What follows belongs to an exercise in optimizing a design on an open flow for small area; a production flow would make more cautious choices.
Only simulation tests tie the RTL to the original design; equivalence was not proved.
No activity file was given, so power comes from the tool's default toggle rates.

==> inputs of 07-10 <==
// mips_core
module mips_core( 
   inst_addr, mem_addr, mem_data_in, mem_write_en, halted,
   clk, inst_excpt, mem_excpt, inst, mem_data_out, rst_b
   );
clock: 15.0 ns
lec_check: 0
cap_margin: 40
core_margin: 2
core_utilization: 45
cts_cluster_diameter: 200
cts_cluster_size: 20
place_density: 0.6
slew_margin: 40
run.sh (not shown) runs the stock make flow with config.mk's settings and CLKGATE_MAP_FILE= SYNTH_SCRIPT=/design/flow/synth_recipe.tcl, a recipe that flattens the netlist after the stock synthesis.
==> inputs of 06-06, as changes to 07-10 <==
--- a/flow/design.v
+++ b/flow/design.v
@@ -10,22 +10,24 @@
 		if (!rst_b)
 			valid <= 31'b0;
 		else if (wr)
 			valid[rd_num] <= 1'b1;
 	always @(posedge clk)
 		if (wr)
 			mem[rd_num] <= rd_data;
+	wire rs_byp = rd_we && (rd_num == rs_num) && (rs_num != 0);
+	wire rt_byp = rd_we && (rd_num == rt_num) && (rt_num != 0);
 	reg  [31:0] rs_or, rt_or;
 	integer k;
 	always @(*) begin
-		rs_or = 32'h0;
-		rt_or = 32'h0;
+		rs_or = rs_byp ? rd_data : 32'h0;
+		rt_or = rt_byp ? rd_data : 32'h0;
 		for (k = 1; k < 32; k = k + 1) begin
-			rs_or = rs_or | ({32{valid[k] && (rs_num == k)}} & mem[k]);
-			rt_or = rt_or | ({32{valid[k] && (rt_num == k)}} & mem[k]);
+			rs_or = rs_or | ({32{!rs_byp && valid[k] && (rs_num == k)}} & mem[k]);
+			rt_or = rt_or | ({32{!rt_byp && valid[k] && (rt_num == k)}} & mem[k]);
 		end
 	end
 	assign rs_data = rs_or;
 	assign rt_data = rt_or;
 endmodule
 module btb16(rd_idx, pc_hi, tag_hit, hist, target, wr_idx, wr_tag, wr_hist, wr_target, wr_we, clk, rst_b);
 	input       [3:0]  rd_idx, wr_idx;
@@ -435,15 +437,16 @@
    reg  [2:0]  load_sel_EX, brcond_EX;
    reg  [31:0] alu__out_MEM, rt_data_MEM, pcLink_MEM;
    reg  [4:0]  wr_reg_MEM;
    reg         ctrl_we_MEM, ctrl_Sys_MEM, jLink_en_MEM, st_MEM;
    reg  [1:0]  memtoreg_MEM, store_sel_MEM;
    reg  [2:0]  load_sel_MEM;
    reg  [31:0] wr_dataMem, pcLink_WB;
-   reg         sys_halt_WB;
+   reg  [4:0]  wr_reg_WB;
+   reg         ctrl_we_WB, jLink_en_WB, sys_halt_WB;
    reg  [31:0] hi_out, lo_out;
    reg         hi_v, lo_v;       
    reg         flush;
    reg         halted;
    wire        internal_halt, exception_halt, syscall_halt;
    wire        IFen, EXen, mispredict;
    wire [31:0] pc_plus4 = pc + 32'd4;
@@ -490,15 +493,15 @@
                        .dcd_op(inst_ID[31:26]), .dcd_funct2(inst_ID[5:0]), .dcd_rt(dcd_rt));
    wire [4:0]  rt_regNum = ctrl_Sys ? 5'd2 : dcd_rt;    
    wire [4:0]  wr_regNum = regdst ? dcd_rd : dcd_rt;
    wire [31:0] rs_data, rt_data, wr_data;
    wire [4:0]  wr_reg;
    regfile_forward RegFile(.rs_data(rs_data), .rt_data(rt_data), .rs_num(dcd_rs),
                            .rt_num(rt_regNum), .rd_num(wr_reg), .rd_data(wr_data),
-                           .rd_we(ctrl_we_MEM), .clk(clk), .rst_b(rst_b));
+                           .rd_we(ctrl_we_WB), .clk(clk), .rst_b(rst_b));
    wire [1:0]  fwd_rs_sel, fwd_rt_sel;
    wire        pcLinkSel;
    forwardData fwd(.wr_reg_EX(wr_reg_EX), .wr_reg_MEM(wr_reg_MEM), .dcd_rt(rt_regNum),
                    .dcd_rs(dcd_rs), .ctrl_we_EX(ctrl_we_EX), .ctrl_we_MEM(ctrl_we_MEM),
                    .jLink_en_EX(jLink_en_EX), .jLink_en_MEM(jLink_en_MEM),
                    .pcLinkSel(pcLinkSel), .rsfwd(fwd_rs_sel), .rtfwd(fwd_rt_sel));
    wire load_use = load_stall_EX && (ctrl_we_EX || st_EX) &&
@@ -576,15 +579,15 @@
                 .alu__sel(alu__sel_EX), .brcond(brcond_EX));
    wire [1:0]  pcMuxSelFinal = (pcMuxSel_EX == 2'b01 && !branchTrue) ? 2'b00 : pcMuxSel_EX;
    wire [31:0] pc_EX4 = pc_EX + 32'd4;
    wire [31:0] br_target = pc_EX4 + {imm_full[29:0], 2'b00};
    wire [31:0] j_target = {pc_EX[31:28], target_EX, wr_reg_EX, imm_EX, 2'b00};
    wire [31:0] ctl_target;
    mux4to1 pcMux(ctl_target, pc_EX4, br_target, rs_fwd, j_target, pcMuxSelFinal);
-   assign newpc = ctl_target;
+   assign newpc = (pcMuxSelFinal == 2'b00 && !IFen) ? pc_EX : ctl_target;
    assign mispredict = !flush && (pcMuxSel_EX != 2'b00) && (pc_ID != ctl_target);
    wire        btb_wr_we = (pcMuxSelFinal != 2'b00);
    wire [1:0]  sat_inc = (history_EX == 2'b11) ? 2'b11 : history_EX + 2'b01;
    wire [1:0]  state_new = btbHit_EX ? sat_inc : (mispredict ? 2'b10 : 2'b01);
    btb16 btb(.rd_idx(pc[5:2]), .pc_hi(pc[31:2]), .tag_hit(btbHit), .hist(history),
              .target(btb_target), .wr_idx(pc_EX[5:2]), .wr_tag(pc_EX[31:6]),
              .wr_hist(state_new), .wr_target(ctl_target[31:2]), .wr_we(btb_wr_we),
@@ -639,24 +642,29 @@
        2'b01: wb_data = load_data;
        2'b10: wb_data = hi_v ? hi_out : 32'h0;
        default: wb_data = lo_v ? lo_out : 32'h0;
      endcase
    wire sys_halt;
    syscall_unit SU(.syscall_halt(sys_halt), .r_v0(rt_data_MEM), .Sys(ctrl_Sys_MEM));
    always @(posedge clk or negedge rst_b)
-     if (!rst_b)
+     if (!rst_b) begin
+        ctrl_we_WB <= 1'b0;
         sys_halt_WB <= 1'b0;
-     else
+     end else begin
+        ctrl_we_WB <= ctrl_we_MEM;
         sys_halt_WB <= sys_halt;
+     end
    always @(posedge clk) begin
         wr_dataMem <= wb_data;
         pcLink_WB <= pcLink_MEM;
+        wr_reg_WB <= wr_reg_MEM;
+        jLink_en_WB <= jLink_en_MEM;
    end
-   assign wr_data = jLink_en_MEM ? pcLink_MEM : wb_data;
-   assign wr_reg = jLink_en_MEM ? 5'd31 : wr_reg_MEM;
+   assign wr_data = jLink_en_WB ? pcLink_WB : wr_dataMem;
+   assign wr_reg = jLink_en_WB ? 5'd31 : wr_reg_WB;
    exception_unit EU(.exception_halt(exception_halt), .pc(pc), .IBE(inst_excpt));
    assign syscall_halt = sys_halt_WB;
    assign internal_halt = exception_halt | syscall_halt;
    always @(posedge clk or negedge rst_b)
      if (!rst_b)
        halted <= 1'b0;
      else
- CAP_MARGIN: 40 -> 20
- SLEW_MARGIN: 40 -> 20
==> summary.md <==
| Metric | Value |
|---|---|
| Critical Path Sink | rt_data_EX[20]$_DFFE_PN0P_ |
| Yosys top cell area share | 56.6% |
| Tot Pwr | 16.6 mW |
| Status | finished clean |
| FF-to-FF path depth | 21 |
| Seq/Total Area, Yosys | 64.8% |
| Signal inverters | 169 |
| FF-to-FF Start | fwd_rs_sel_EX[0]$_DFFE_PN0P_ |
| Multi-input gate area | 0.0363 mm^2 |
| Pre-CTS setup slack | 4540 ps |
| Post-route minimum period | 10,780 ps |
The numbers above come from 07-10.

==> summary.md <==
| Metric | Value |
|---|---|
| Tot Pwr | 19.3 mW |
| Pre-CTS setup slack | 5210 ps |
| Seq/Total Area, Yosys | 64.3% |
| YS warnings | 8 |
| Launch point of the critical path | fwd_rs_sel_EX[1]$_DFFE_PN0P_ |
| Status | finished clean |
| Min-Delay Endpoint | pcLink_WB[1]$_DFF_P_ |
| Logic power comb | 5.37 mW |
| FF-to-FF Start | fwd_rs_sel_EX[1]$_DFFE_PN0P_ |
| Critical path class | reg -> reg |
| Switching Share | 36.2% |
| Signal inverters | 157 |
| Yosys top cell area share | 56.1% |
| Final WL | 472 mm |
| Clock Pin Slew Worst Setup and Hold Paths | 90 ps |
| GRT Residual Overflow | 0 |
| Ys async rst share | 10.8% |
| Clock latency on the worst-skew pair | 890 ps |
| FF-to-FF path depth | 25 |
The numbers above come from 06-06.

-- what the ideal ports hide --
The flow's constraints put no driver on any port. The routed layouts listed below were extracted and timed again, unchanged, in two steps. Step 1 assumes that a clkbuf_16 drives the clock port and a buf_2 every other input. Step 2 adds t to the input delays and takes it off the output delays; t is the mean of the earliest and latest rising clock arrival at the registers after step 1. Input paths then give back, and output paths get back, about the clock's delay inside the block. Slacks: ideal / step 1 / step 2; pairs: ideal / step 1.
| run | t, ns | slack for setup (ns) | worst setup path at the end |
|---|---|---|---|
| 07-10 | 0.964 | 4.222 / 4.222 / 4.222 | register to register |
| 06-06 | 0.941 | 4.859 / 4.859 / 4.859 | register to register |
After both steps every run listed still meets setup and hold.
